Background: an optimization exercise with open tools, aiming at small area. Do not read the settings as production practice. The RTL was checked by simulation tests, not by an equivalence proof against the original design. The flow treats the clock pin as an ideal source. Dropping or thinning the clock tree relies on that and would not hold on a real chip. Power is estimated from default activity; no workload was simulated.

## CRYPTO_PROCESSOR
module CRYPTO_PROCESSOR #(parameter DBITS = 8)(
	input wire clk, rst, en, select,
	input wire [DBITS-1:0] plain_text,
	output wire [DBITS-1:0] led_out,
	output wire tx
);
	wire press;                  
	wire [7:0] cipher_text, plain_text_reg;
	wire send_to_uart, s_tick;
	debounce btn_debounce(
		.clk(clk),
		.rst(rst),
		.btn(en),
		.db_tick(press)
	);
	Crypto_Module crypto_mod(
		.clk(clk),
		.rst(rst),
		.press(press),
		.plain_text(plain_text),
		.send_to_uart(send_to_uart),
		.cipher_text(cipher_text),
		.plain_text_reg(plain_text_reg)
	);
	uart_tx uart_tx_mod(
		.clk(clk),
		.reset(rst),
		.tx_start(send_to_uart),
		.s_tick(s_tick),
		.din(cipher_text),
		.tx(tx)
	);
	mux #(.N(DBITS)) mux1 (
		.select(select),
		.in_1(cipher_text),
		.in_2(plain_text_reg),
		.out(led_out)
	);
	mod_m_counter counter(
		.clk(clk),
		.rst(rst),
		.max_tick(s_tick)
	);
endmodule
Size in the first run: about 140 flip-flops, ~21 I/O pins, about 0.0060 mm² of cells after synthesis.
clock: 4.0 ns
lec_check: 0
cap_margin: 20
core_margin: 2
core_utilization: 70
cts_buf_list: sky130_fd_sc_hd__clkbuf_8
slew_margin: 20
run.sh (not shown) runs the stock make flow with config.mk's settings and CLKGATE_MAP_FILE= SYNTH_SCRIPT=/design/flow/synth_recipe.tcl, a recipe that flattens the netlist after the stock synthesis.
Next try:
--- a/flow/config.mk
+++ b/flow/config.mk
@@ -9,4 +9,3 @@
 export CORE_MARGIN = 2
-export CORE_UTILIZATION = 70
-export CTS_BUF_LIST = sky130_fd_sc_hd__clkbuf_8
+export CORE_UTILIZATION = 40
 export SLEW_MARGIN = 20
=> Core utilization went down by 33 points; worst setup slack stays flat; synthesized area is unchanged; non-clock buffer count went up by 1; power went up by 17%; sequential share of layout area went down by 2.5 points.
Next try:
==> flow/flow/run.sh (new file) <==
#!/bin/bash
export CTS_ARGS="-sink_clustering_enable -repair_clock_nets -buf_list sky130_fd_sc_hd__clkbuf_8 -dont_use_dummy_load"
export BUFFER_PORTS_ARGS="-buffer_cell sky130_fd_sc_hd__buf_1"
export RECOVER_POWER=100
bash standard.sh > standard.log 2>&1
==> flow/standard.sh (new file) <==
#!/bin/bash
# synth_recipe.tcl (not shown) runs the flow's synth.tcl, then flattens the netlist and writes it again
# the make line also repeats each setting of config.mk as NAME=value (left out here)
make -C /OpenROAD-flow-scripts/flow DESIGN_CONFIG=/design/flow/config.mk WORK_HOME=/design/flow/orfs CLKGATE_MAP_FILE= SYNTH_SCRIPT=/design/flow/synth_recipe.tcl "${@:-finish}"
--- a/flow/config.mk
+++ b/flow/config.mk
@@ -9,3 +9,4 @@
 export CORE_MARGIN = 2
-export CORE_UTILIZATION = 40
+export CORE_UTILIZATION = 70
+export CTS_BUF_LIST = sky130_fd_sc_hd__clkbuf_8
 export SLEW_MARGIN = 20
removed: flow/run.sh
=> With this change the flow finished but failed the layout checks on max-capacitance violations, max-slew violations. Final area went down by 9.2%. Combinational power went down by about 9%. Synthesized area stays the same. First-iteration DRC count went down by about 7%. Global-route usage went up by 7.8 points. Clock power went down by about 50%. Register-to-register slack gets worse by 590 ps. Wire length went down by 5.6%. Total power went down by 24%. Setup slack gets better by 34 ps.


CRYPTO_PROCESSOR, a different RTL version from the one above (not shown whole).
For scale: roughly 140 flip-flops, about 21 I/O pins.
==> flow/config.mk <==
export PLATFORM = sky130hd
export DESIGN_NAME = CRYPTO_PROCESSOR
export DESIGN_NICKNAME = CRYPTO_PROCESSOR
export VERILOG_FILES = /design/flow/design.v
export SDC_FILE = /design/flow/constraint.sdc
export NUM_CORES = 4
export LEC_CHECK = 0
export ABC_AREA = 1
export CAP_MARGIN = 20
export CORE_MARGIN = 2
export CORE_UTILIZATION = 80
export SLEW_MARGIN = 20
==> flow/constraint.sdc <==
create_clock -name core_clock -period 4.0 [get_ports {clk}]
set_input_delay 0.8000 -clock core_clock [delete_from_list [all_inputs] [get_ports {clk}]]
set_output_delay 0.8000 -clock core_clock [all_outputs]
set_load 0.01 [all_outputs]
standard.sh (not shown) runs the stock make flow with config.mk's settings and CLKGATE_MAP_FILE= SYNTH_SCRIPT=/design/flow/synth_recipe.tcl, a recipe that flattens the netlist after the stock synthesis.
==> flow/flow/run.sh <==
#!/bin/bash
# The standard layout (standard.sh) with these changes:
#  - synthesis maps logic with an area-oriented ABC script
#    (flow/abc_area.script, used through a copy of the ORFS scripts folder);
#    registers are mapped before ABC runs, so they are the standard
#    synthesis's registers;
#  - the clock tree is built by flow/manual_cts.tcl instead of TritonCTS:
#    the clock port drives one root inverter, which drives 8 leaf inverters (two inversions, so the flip-flops see the clock as it is),
#    each at the centre of a balanced k-means cluster of flip-flops;
#  - ports are buffered with sky130_fd_sc_hd__buf_1.
# Each tool's output goes to the ORFS logs; standard.sh's to standard.log.
set -euo pipefail
HERE=$(pwd)
rm -rf "$HERE/scripts_local"
cp -r "$FLOW_HOME/scripts" "$HERE/scripts_local"
cp "$HERE/flow/abc_area.script" "$HERE/scripts_local/abc_area.script"
python3 - "$HERE" <<'PY'
import sys
here = sys.argv[1]
p = here + "/scripts_local/cts.tcl"
s = open(p).read()
old = "log_cmd clock_tree_synthesis {*}$cts_args"
assert old in s
s = s.replace(old, "source " + here + "/flow/manual_cts.tcl\n"
              "mcts_build 8 sky130_fd_sc_hd__inv_6 sky130_fd_sc_hd__inv_4\n"
              "set_propagated_clock [all_clocks]")
open(p, "w").write(s)
PY
export SCRIPTS_DIR="$HERE/scripts_local"
export BUFFER_PORTS_ARGS="-buffer_cell sky130_fd_sc_hd__buf_1"
bash standard.sh > standard.log 2>&1
==> flow/flow/manual_cts.tcl <==
proc mcts_out {inst} {
  set it [$inst findITerm X]
  if {$it eq "NULL" || $it eq ""} { set it [$inst findITerm Y] }
  return $it
}
# Manual clock tree: the clock port drives NBUF leaf buffers (a balanced
# one-level tree), each placed at the centre of a k-means cluster of the
# flip-flops it drives.
proc mcts_build {nbuf bufcell {rootcell ""}} {
  set block [ord::get_db_block]
  set db [ord::get_db]
  set clk_net [$block findNet clk]
  set sinks {}
  foreach it [$clk_net getITerms] {
    if {[$it isInputSignal]} { lappend sinks $it }
  }
  set n [llength $sinks]
  set xs {}; set ys {}
  foreach it $sinks {
    set loc [[$it getInst] getLocation]
    lappend xs [lindex $loc 0]; lappend ys [lindex $loc 1]
  }
  # initial centres: spread along sorted x then y
  set cx {}; set cy {}
  set idx [lsort -integer -indices $xs]
  for {set k 0} {$k < $nbuf} {incr k} {
    set i [lindex $idx [expr {int(($k + 0.5) * $n / $nbuf)}]]
    lappend cx [lindex $xs $i]; lappend cy [lindex $ys $i]
  }
  # balanced k-means: assign by distance with a capacity limit
  set cap [expr {int(ceil(double($n) / $nbuf))}]
  for {set iter 0} {$iter < 30} {incr iter} {
    set pairs {}
    for {set i 0} {$i < $n} {incr i} {
      for {set k 0} {$k < $nbuf} {incr k} {
        set d [expr {abs([lindex $xs $i]-[lindex $cx $k]) + abs([lindex $ys $i]-[lindex $cy $k])}]
        lappend pairs [list $d $i $k]
      }
    }
    set pairs [lsort -integer -index 0 $pairs]
    set assign [lrepeat $n -1]
    set cnt [lrepeat $nbuf 0]
    foreach p $pairs {
      lassign $p d i k
      if {[lindex $assign $i] >= 0} continue
      if {[lindex $cnt $k] >= $cap} continue
      lset assign $i $k
      lset cnt $k [expr {[lindex $cnt $k] + 1}]
    }
    set sx [lrepeat $nbuf 0]; set sy [lrepeat $nbuf 0]
    for {set i 0} {$i < $n} {incr i} {
      set k [lindex $assign $i]
      lset sx $k [expr {[lindex $sx $k] + [lindex $xs $i]}]
      lset sy $k [expr {[lindex $sy $k] + [lindex $ys $i]}]
    }
    for {set k 0} {$k < $nbuf} {incr k} {
      set c [lindex $cnt $k]
      if {$c > 0} {
        lset cx $k [expr {[lindex $sx $k] / $c}]
        lset cy $k [expr {[lindex $sy $k] / $c}]
      }
    }
  }
  set master [$db findMaster $bufcell]
  set drv_net $clk_net
  if {$rootcell ne ""} {
    set rinst [odb::dbInst_create $block [$db findMaster $rootcell] "mcts_root"]
    set rnet [odb::dbNet_create $block "mcts_clk_root"]
    $rnet setSigType CLOCK
    [$rinst findITerm A] connect $clk_net
    [mcts_out $rinst] connect $rnet
    set mx 0; set my 0
    for {set k 0} {$k < $nbuf} {incr k} { set mx [expr {$mx + [lindex $cx $k]}]; set my [expr {$my + [lindex $cy $k]}] }
    $rinst setLocation [expr {int($mx / $nbuf)}] [expr {int($my / $nbuf)}]
    $rinst setPlacementStatus PLACED
    set drv_net $rnet
  }
  for {set k 0} {$k < $nbuf} {incr k} {
    set inst [odb::dbInst_create $block $master "mcts_buf_$k"]
    set net [odb::dbNet_create $block "mcts_clk_$k"]
    $net setSigType CLOCK
    [$inst findITerm A] connect $drv_net
    [mcts_out $inst] connect $net
    $inst setLocation [expr {int([lindex $cx $k])}] [expr {int([lindex $cy $k])}]
    $inst setPlacementStatus PLACED
    set b($k) $net
  }
  for {set i 0} {$i < $n} {incr i} {
    set it [lindex $sinks $i]
    $it disconnect
    $it connect $b([lindex $assign $i])
  }
  puts "mcts: $n sinks, $nbuf x $bufcell, cluster sizes $cnt"
}
Other scripts of this flow, unchanged in this note and not shown: flow/flow/abc_area.script
Rerun with:
Settings changed: CORE_UTILIZATION 80 to 70, CTS_BUF_LIST set to sky130_fd_sc_hd__clkbuf_8.
=>
- via count shrinks by a few percent
- combinational power is about the same
- setup slack gains 0.083 ns
- first-iteration DRC count decreases by well over a third
- worst hold slack is about the same
- routed wire length fell by a few percent
- register-to-register slack is better by 0.13 ns
Rerun with:
--- a/flow/flow/run.sh
+++ b/flow/flow/run.sh
@@ -6,5 +6,5 @@
 #    synthesis's registers;
 #  - the clock tree is built by flow/manual_cts.tcl instead of TritonCTS:
-#    the clock port drives one root inverter, which drives 8 leaf inverters (two inversions, so the flip-flops see the clock as it is),
+#    the clock port drives one root buffer, which drives MCTS_N leaf buffers,
 #    each at the centre of a balanced k-means cluster of flip-flops;
 #  - ports are buffered with sky130_fd_sc_hd__buf_1.
@@ -23,5 +23,5 @@
 assert old in s
 s = s.replace(old, "source " + here + "/flow/manual_cts.tcl\n"
-              "mcts_build 8 sky130_fd_sc_hd__inv_6 sky130_fd_sc_hd__inv_4\n"
+              "mcts_build 8 sky130_fd_sc_hd__clkbuf_8 sky130_fd_sc_hd__clkbuf_4\n"
               "set_propagated_clock [all_clocks]")
 open(p, "w").write(s)
--- a/flow/flow/manual_cts.tcl
+++ b/flow/flow/manual_cts.tcl
@@ -1,7 +1,2 @@
-proc mcts_out {inst} {
-  set it [$inst findITerm X]
-  if {$it eq "NULL" || $it eq ""} { set it [$inst findITerm Y] }
-  return $it
-}
 # Manual clock tree: the clock port drives NBUF leaf buffers (a balanced
 # one-level tree), each placed at the centre of a k-means cluster of the
@@ -69,5 +64,5 @@
     $rnet setSigType CLOCK
     [$rinst findITerm A] connect $clk_net
-    [mcts_out $rinst] connect $rnet
+    [$rinst findITerm X] connect $rnet
     set mx 0; set my 0
     for {set k 0} {$k < $nbuf} {incr k} { set mx [expr {$mx + [lindex $cx $k]}]; set my [expr {$my + [lindex $cy $k]}] }
@@ -81,5 +76,5 @@
     $net setSigType CLOCK
     [$inst findITerm A] connect $drv_net
-    [mcts_out $inst] connect $net
+    [$inst findITerm X] connect $net
     $inst setLocation [expr {int([lindex $cx $k])}] [expr {int([lindex $cy $k])}]
     $inst setPlacementStatus PLACED
Settings changed: CORE_UTILIZATION 70 to 85, CTS_BUF_LIST sky130_fd_sc_hd__clkbuf_8 to not set.
The new run completed with no timing, DRC or antenna violations.
Total power came out higher by 4.6%.
Clock power goes up by 17%.
Setup slack got worse by 0.42 ns.
In every run of this note, the design's own scripts or RTL, not TritonCTS, make the clock network.

[afterwards: timing with drivers on the ports]
The flow's constraints put no driver on any port. The routed layouts listed below were extracted and timed again, unchanged, in two steps.
Step 1, drivers: a clkbuf_16 drives clk and a buf_2 each remaining input, both assumed.
Step 2 also shifts input and output timing later by t, the mid clock arrival at the registers, as if the neighbouring blocks saw the same clock.
Three values: no drivers, after step 1, after step 2; two values: the first two.
| run | t, ns | setup slack, ns | worst setup path at the end | clock arrival spread, ns | pins driven straight from the clock port |
|---|---|---|---|---|---|
| the first run of note 1 | 0.459 | 0.090 / 0.057 / 0.516 | register to output | 0.016 / 0.016 | 1 |
| the second run of note 1 | 0.451 | 0.092 / 0.051 / 0.502 | register to output | 0.007 / 0.006 | 1 |
| the third run of note 1 | 0.438 | 0.126 / 0.092 / 0.496 | input, reset recovery | 0.022 / 0.022 | 1 |
| the first run of note 2 | 0.318 | 0.429 / 0.397 / 0.715 | register to output | 0.010 / 0.010 | 1 |
| the second run of note 2 | 0.319 | 0.513 / 0.479 / 0.798 | register to output | 0.017 / 0.017 | 1 |
| the third run of note 2 | 0.493 | 0.093 / 0.065 / 0.558 | register to output | 0.030 / 0.030 | 1 |
Setup slack includes reset recovery checks.
